Context: an optimization exercise on an open-source flow, tuned for small area. The choices shown serve that exercise and are no tape-out recipe. No functional check of the RTL was part of this run. Power figures rest on the tool's default switching activity, not on a simulated workload.

==> design/flow/design.v <==
module calc_mvd_cost (
    input                       ap_clk,
    input                       ap_rst,
    input                       ap_start,
    input                       ap_ce,
    output logic                ap_done,
    output logic                ap_ready,
    output logic                ap_idle,
    input        [31:0]         x,
    input        [31:0]         y,
    input        [31:0]         mv_shift,
    input        [15:0]         mv_cand_0,
    input        [15:0]         mv_cand_1,
    input        [15:0]         mv_cand_2,
    input        [15:0]         mv_cand_3,
    output logic [63:0]         bitcost,
    output logic                bitcost_ap_vld,
    input        [63:0]         lambda_sqrt_integer_int64,
    input        [63:0]         lambda_sqrt_decimal_int64,
    output logic [63:0]         mvd_cost_int64,
    output logic                mvd_cost_int64_ap_vld
);
    localparam LAMBDA_DECIMAL_SHIFT_BITS = 14;
    localparam CTX_FRAC_BITS = 15;
    logic [31:0] x_shifted, y_shifted;
    logic [63:0] lambda_sqrt_integer_reg, lambda_sqrt_decimal_reg;
    logic [63:0] lambda_sqrt_integer_s2, lambda_sqrt_decimal_s2;
    logic [63:0] lambda_sqrt_integer_s3, lambda_sqrt_decimal_s3;
    logic [15:0] mv_cand_reg[4];
    logic [3:0] pipeline_valid;
    logic same_cand;
    logic [63:0] cand1_cost, cand2_cost;
    logic [63:0] selected_cost;
    logic [63:0] bitcost_s3;
    logic [63:0] cost_mult_lambda_int;
    logic [63:0] cost_mult_lambda_dec;
    logic ap_idle_r;
    logic ap_done_r;
    always_ff @(posedge ap_clk or posedge ap_rst) begin
        if (ap_rst) begin
            ap_idle_r <= 1'b1;
            ap_done_r <= 1'b0;
            x_shifted <= 32'b0;
            y_shifted <= 32'b0;
            lambda_sqrt_integer_reg <= 64'b0;
            lambda_sqrt_decimal_reg <= 64'b0;
            mv_cand_reg[0] <= 16'b0;
            mv_cand_reg[1] <= 16'b0;
            mv_cand_reg[2] <= 16'b0;
            mv_cand_reg[3] <= 16'b0;
            pipeline_valid[0] <= 1'b0;
            same_cand <= 1'b0;
            cand1_cost <= 64'b0;
            cand2_cost <= 64'b0;
            lambda_sqrt_integer_s2 <= 64'b0;
            lambda_sqrt_decimal_s2 <= 64'b0;
            pipeline_valid[1] <= 1'b0;
            selected_cost <= 0;
            lambda_sqrt_integer_s3 <= 64'b0;
            lambda_sqrt_decimal_s3 <= 64'b0;
            pipeline_valid[2] <= 1'b0;
            bitcost_s3 <= 64'b0;
            cost_mult_lambda_int <= 64'b0;
            cost_mult_lambda_dec <= 64'b0;
            pipeline_valid[3] <= 1'b0;
            bitcost <= 64'b0;
            bitcost_ap_vld <= 1'b0;
            mvd_cost_int64 <= 64'b0;
            mvd_cost_int64_ap_vld <= 1'b0;
        end
        else if (ap_ce) begin
            ap_idle_r <= ap_idle;
            ap_done_r <= ap_done;
            if (ap_start) begin
                x_shifted <= x << mv_shift;
                y_shifted <= y << mv_shift;
                lambda_sqrt_integer_reg <= lambda_sqrt_integer_int64;
                lambda_sqrt_decimal_reg <= lambda_sqrt_decimal_int64;
                mv_cand_reg[0] <= mv_cand_0;
                mv_cand_reg[1] <= mv_cand_1;
                mv_cand_reg[2] <= mv_cand_2;
                mv_cand_reg[3] <= mv_cand_3;
                pipeline_valid[0] <= 1'b1;
            end
            else begin
                pipeline_valid[0] <= 1'b0;
            end
            pipeline_valid[1] <= pipeline_valid[0];
            lambda_sqrt_integer_s2 <= lambda_sqrt_integer_reg;
            lambda_sqrt_decimal_s2 <= lambda_sqrt_decimal_reg;
                same_cand <= (mv_cand_reg[0] == mv_cand_reg[2]) && (mv_cand_reg[1] == mv_cand_reg[3]);
                cand1_cost <= get_mvd_coding_cost(
                    $signed(x_shifted) - $signed(mv_cand_reg[0]),
                    $signed(y_shifted) - $signed(mv_cand_reg[1])
                );
                cand2_cost <= get_mvd_coding_cost(
                    $signed(x_shifted) - $signed(mv_cand_reg[2]),
                    $signed(y_shifted) - $signed(mv_cand_reg[3])
                );
            pipeline_valid[2] <= pipeline_valid[1];
            lambda_sqrt_integer_s3 <= lambda_sqrt_integer_s2;
            lambda_sqrt_decimal_s3 <= lambda_sqrt_decimal_s2;
                if (same_cand) begin
                    selected_cost <= cand1_cost;
                end
                else begin
                    selected_cost <= (cand2_cost < cand1_cost) ? cand2_cost : cand1_cost;
                end
            pipeline_valid[3] <= pipeline_valid[2];
                bitcost_s3 <= selected_cost;
                cost_mult_lambda_int <= selected_cost * lambda_sqrt_integer_s3;
                cost_mult_lambda_dec <= selected_cost * lambda_sqrt_decimal_s3;
            bitcost_ap_vld <= pipeline_valid[3];
            mvd_cost_int64_ap_vld <= pipeline_valid[3];
                bitcost <= bitcost_s3;
                mvd_cost_int64 <= cost_mult_lambda_int + (cost_mult_lambda_dec >> LAMBDA_DECIMAL_SHIFT_BITS);
        end
    end
    assign ap_ready = 1'b1;
    assign ap_done  = mvd_cost_int64_ap_vld;
    always_comb begin
        ap_idle = ap_idle_r;
        if (ap_start && ap_ce) begin
            ap_idle = 0;
        end
        else if (ap_done_r && ap_ce) begin
            ap_idle = 1;
        end
    end
    function automatic logic [63:0] get_mvd_coding_cost(input logic signed [31:0] mvd_hor, input logic signed [31:0] mvd_ver);
        logic [63:0] bitcost_temp;
        logic [63:0] x_abs, y_abs;
        logic [63:0] Q;
        logic [63:0] a, b;
        bitcost_temp = 64'd4 << CTX_FRAC_BITS;
        x_abs = (mvd_hor < 0) ? -mvd_hor : mvd_hor;
        y_abs = (mvd_ver < 0) ? -mvd_ver : mvd_ver;
        Q = 64'd1 << CTX_FRAC_BITS;
        bitcost_temp += (x_abs == 1) ? Q : 64'b0;
        bitcost_temp += (y_abs == 1) ? Q : 64'b0;
        a = get_ep_ex_golomb_bitcost_withpow(x_abs);
        b = get_ep_ex_golomb_bitcost_withpow(y_abs);
        get_mvd_coding_cost = ((a + b + bitcost_temp) >> CTX_FRAC_BITS) << 34;
    endfunction
    function automatic logic [63:0] get_ep_ex_golomb_bitcost_withpow(input logic [63:0] symbol);
        if (symbol >= 32768)
            get_ep_ex_golomb_bitcost_withpow = 64'd983040;
        else if (symbol >= 16384)
            get_ep_ex_golomb_bitcost_withpow = 64'd917504;
        else if (symbol >= 8192)
            get_ep_ex_golomb_bitcost_withpow = 64'd851968;
        else if (symbol >= 4096)
            get_ep_ex_golomb_bitcost_withpow = 64'd786432;
        else if (symbol >= 2048)
            get_ep_ex_golomb_bitcost_withpow = 64'd720896;
        else if (symbol >= 1024)
            get_ep_ex_golomb_bitcost_withpow = 64'd655360;
        else if (symbol >= 512)
            get_ep_ex_golomb_bitcost_withpow = 64'd589824;
        else if (symbol >= 256)
            get_ep_ex_golomb_bitcost_withpow = 64'd524288;
        else if (symbol >= 128)
            get_ep_ex_golomb_bitcost_withpow = 64'd458752;
        else if (symbol >= 64)
            get_ep_ex_golomb_bitcost_withpow = 64'd393216;
        else if (symbol >= 32)
            get_ep_ex_golomb_bitcost_withpow = 64'd327680;
        else if (symbol >= 16)
            get_ep_ex_golomb_bitcost_withpow = 64'd262144;
        else if (symbol >= 8)
            get_ep_ex_golomb_bitcost_withpow = 64'd196608;
        else if (symbol >= 4)
            get_ep_ex_golomb_bitcost_withpow = 64'd131072;
        else if (symbol >= 2)
            get_ep_ex_golomb_bitcost_withpow = 64'd65536;
        else
            get_ep_ex_golomb_bitcost_withpow = 64'd0;
    endfunction
endmodule
==> design/flow/run.sh <==
#!/bin/bash
# synth_recipe.tcl (not shown) runs the flow's synth.tcl, then flattens the netlist and writes it again
# the make line also repeats each setting of config.mk as NAME=value (left out here)
make -C /OpenROAD-flow-scripts/flow DESIGN_CONFIG=/design/flow/config.mk WORK_HOME=/design/flow/orfs CLKGATE_MAP_FILE= SYNTH_SCRIPT=/design/flow/synth_recipe.tcl finish
==> design/flow/config.mk <==
export PLATFORM = sky130hd
export DESIGN_NAME = calc_mvd_cost
export DESIGN_NICKNAME = calc_mvd_cost
export VERILOG_FILES = /design/flow/design.v
export SDC_FILE = /design/flow/constraint.sdc
export NUM_CORES = 4
export LEC_CHECK = 0
export CAP_MARGIN = 20
export CORE_MARGIN = 2
export CORE_UTILIZATION = 40
export SLEW_MARGIN = 20
==> design/flow/constraint.sdc <==
create_clock -name core_clock -period 9.0 [get_ports {ap_clk}]
set_input_delay 1.8000 -clock core_clock [delete_from_list [all_inputs] [get_ports {ap_clk}]]
set_output_delay 1.8000 -clock core_clock [all_outputs]
set_load 0.01 [all_outputs]
==> metrics.cfg <==
[run_status]
status=timing/DRC/antenna clean

[clocking]
cts_sinks=455
clockBufferDepth=3
hold_buffers=0
post_cts.repair.setup_buffers=0
cts_tree=yes
clk_pin_slew_worst_paths_ns=0.06
cts_root_buf=clkbuf_16
cts_max_level=2
clk_latency_ns=0.66
cts_resized=0
cts_buffers=54

[placement]
io_buffers=278
gp_congestion=0.887
dp_hpwl_mm=108
dpl_cell_area_um2=54700

[min_path]
hold_path_class=flop to flop

[routing]
drtIter0Drc=2312
dr.pass1.iters=6
vias_per_cell=5.48
drc=0
vias=40584
drt_wl_total_mm=136
wl_per_cell_um=18.3
antenna_left=0

[grt]
antenna_found_initial=6
use_met2_pct=35.4
met3_usage_pct=2.19
overflow=0
grt_first_pass_wirelength_mm=221
grt_max_degree=147
top_usage_layer=met2
first_global_vias=40279
grt_util_met1_pct=28.4
gr-usage-all-layers_pct=21.0

[yosys]
synthCells=5545
synthFlopType=dfrtp_1
synth_cell_types=103
synth_compound_gate_area_share_pct=14.4
synth-xor-area-share_pct=4.49
yosysWarnings=2
synth_top_family_by_area=adder cells
async_flop_share_pct=100
synth_edf_count=0
synth_area_per_cell_um2=9.12
synth-simple-area-share_pct=15.2
synth_adder_area_share_pct=24.6
synth_top_cells_by_area=dfrtp_1 (22%), ha_1 (15%), fa_1 (9.3%)
syn-cell-area_um2=50600
ys_seq_area_share_pct=22.5
yosys-mux-area-fraction_pct=11.5
yosysTopAreaCell=dfrtp_1
synth_top_cell_area_share_pct=22.5
synth_seq_cells=455

[sta]
setup_viol=0
finalHoldViolations=0
slew_violations=0
skew_ns=0.0162
tightest_slew_ns=1.02
min_period_ns=7.99
max_freq_mhz=125
tns_ns=0
period_share_pct=88.8
rsz0062_at_grt=false
relSlewSlack_pct=31.8

[pwr]
leakagePower_nw=26.3
vdd_drop_max_mv=0.300
powerDensity_nw_per_um2=301

[die]
pin_count=425
dieArea_um2=129000
rows=130
core_area_um2=126000
die_y_um=360
die_w_um=360
start_util_pct=40.3

[finish]
fin_area_um2=56600
largest_reg_flops=64
drive_gt1_share_pct=10.8
finalNetCount=6852
n_fill_cell=12279
final_util_pct=45.0
syn_to_final_growth_pct=11.8

[critical_path]
end_kind=flop
worstSetupStartpointType=flop
max_stage_delay_ns=0.53
crit_path_frequent_cell=ha_1
crit_required_ns=9.54
path_max_fanout=29
critPathSlowestCell=fa_1
arrival_ns=8.53
critPathKind=flop to flop

[run]
max-cap-violations=0

## metal layers
metal	vias to the layer above	wire length [um]
met5	-	11
met4	2	3850
met3	162	6060
met2	935	64300
met1	19846	61600
li1	19639	-
## power by group
group	switching [mW]	internal, mW
combinational	6.26	5.40
clock	0.983	1.32
sequential	0.505	2.56
## kinds of logic after synthesis
| family | count (synthesis) |
|---|---|
| buffers and inverters | 892 |
| AO/OA/AOI/OAI | 1081 |
| flip-flops | 455 |
| multiplexers | 486 |
| adder cells (fa/ha/maj) | 854 |
| other | 2 |
| AND/OR/NAND/NOR | 1516 |
| XOR/XNOR | 259 |
## layout by cell type (no fill, tap or decap), types with 22 or more instances in the layout
cell type and instances:
xor2_1 69, o21ai_0 208, or2_2 34, and2_1 196
nor4_1 38, mux4_2 42, nor3_1 103, o21a_1 36
nor2_1 242, nor2b_1 100, o211ai_1 24, nand2_1 457
mux2i_1 89, o31ai_1 38, o21bai_1 22, a31oi_1 36
xnor2_1 189, mux2_2 355, buf_4 43, conb_1 78
nand4_1 39, ha_1 619, fa_1 235, inv_1 598
clkbuf_16 55, and3_1 40, a21oi_1 274, nand2b_1 43
a22o_1 37, or3_1 39, a21o_1 74, a211oi_1 97
nand3_1 86, o22ai_1 23, clkdlybuf4s50_1 273, dfrtp_1 447
## synthesized netlist by cell type (43+ instances only)
| cell | instances |
|---|---|
| and2_1 | 196 |
| a21o_1 | 74 |
| mux2i_1 | 89 |
| nor2_1 | 242 |
| nand3_1 | 86 |
| mux2_2 | 355 |
| xor2_1 | 70 |
| buf_4 | 80 |
| clkbuf_1 | 194 |
| xnor2_1 | 189 |
| fa_1 | 235 |
| o21ai_0 | 208 |
| dfrtp_1 | 454 |
| nor2b_1 | 100 |
| nand2b_1 | 43 |
| a21oi_1 | 274 |
| nor3_1 | 105 |
| inv_1 | 599 |
| ha_1 | 619 |
| a211oi_1 | 97 |
| nand2_1 | 458 |
## path summary, 6_finish.rpt
path / startpoint / to / slack [ns] / depth (start not counted)
worst max register to register: selected_cost[38] / cost_mult_lambda_int[63] / 1.01 / 30
min in group asynchronous: ap_rst / lambda_sqrt_integer_reg[18] / 1.44 / 2
worst min-delay path: x_shifted[0] / x_shifted[0] / 0.49 / 1
worst min register to register: x_shifted[0] / x_shifted[0] / 0.49 / 1
worst max-delay path: selected_cost[38] / cost_mult_lambda_int[63] / 1.01 / 30
max in group asynchronous: ap_rst / bitcost_s3[36] / 5.95 / 4
## layout make-up
type                            instances  area (um2)  area share (%)
Tap cell                             1650        2060            3.65
Multi-Input combinational cell       4274       35800            63.4
Clock buffer                           67        1480            2.62
Inverter                              599        2250            3.98
Sequential cell                       455       11400            20.1
Antenna cell                            3        7.51          0.0133
Timing Repair Buffer                  322        3140            5.55
Clock inverter                         30         373           0.659
## worst max-delay path, delay by kind of cell, from the launching register on
kind	cells	cell delay [ns]
XOR/XNOR	1	0.12
buffers and inverters	5	0.89
AO/OA/AOI/OAI	8	1.57
adder cells (fa/ha/maj)	11	4.17
AND/OR/NAND/NOR	4	0.38
flip-flops	1	0.46
multiplexers	1	0.26
## metrics by stage
step	hold slack, ns	cells	worst slack (ns)	power, mW
5_1_grt	0.509	7397	0.397	19.2
3_5_place_dp	0.484	7300	1.00	14.9
6_report	0.492	7400	1.01	17.0
4_1_cts	0.498	7397	0.948	17.4
2_1_floorplan	0.457	5621	1.05	12.0
3_3_place_gp	0.476	7300	0.959	14.8

[port drivers added, routing unchanged]
How much do the figures lean on ideal ports? The routed layout below was timed once more, with nothing changed but the port constraints. Step 1: set_driving_cell puts a clkbuf_16 on ap_clk and a buf_2 on each other input, an assumption about the parent block. Step 2 also shifts input and output timing later by t, the mid clock arrival at the registers, as if the neighbouring blocks saw the same clock. a / b / c = ideal / step 1 / step 2; a / b = the first two.
t (ns): 0.729
slack for setup (ns): 1.012 / 1.012 / 1.012
hold slack, ns: 0.492 / 0.492 / 0.492
pins driven straight from the clock port: 1
After both steps this run still meets setup and hold. The setup slack of this run moves by 0.000 ns with the drivers and by 0.000 ns with both steps.
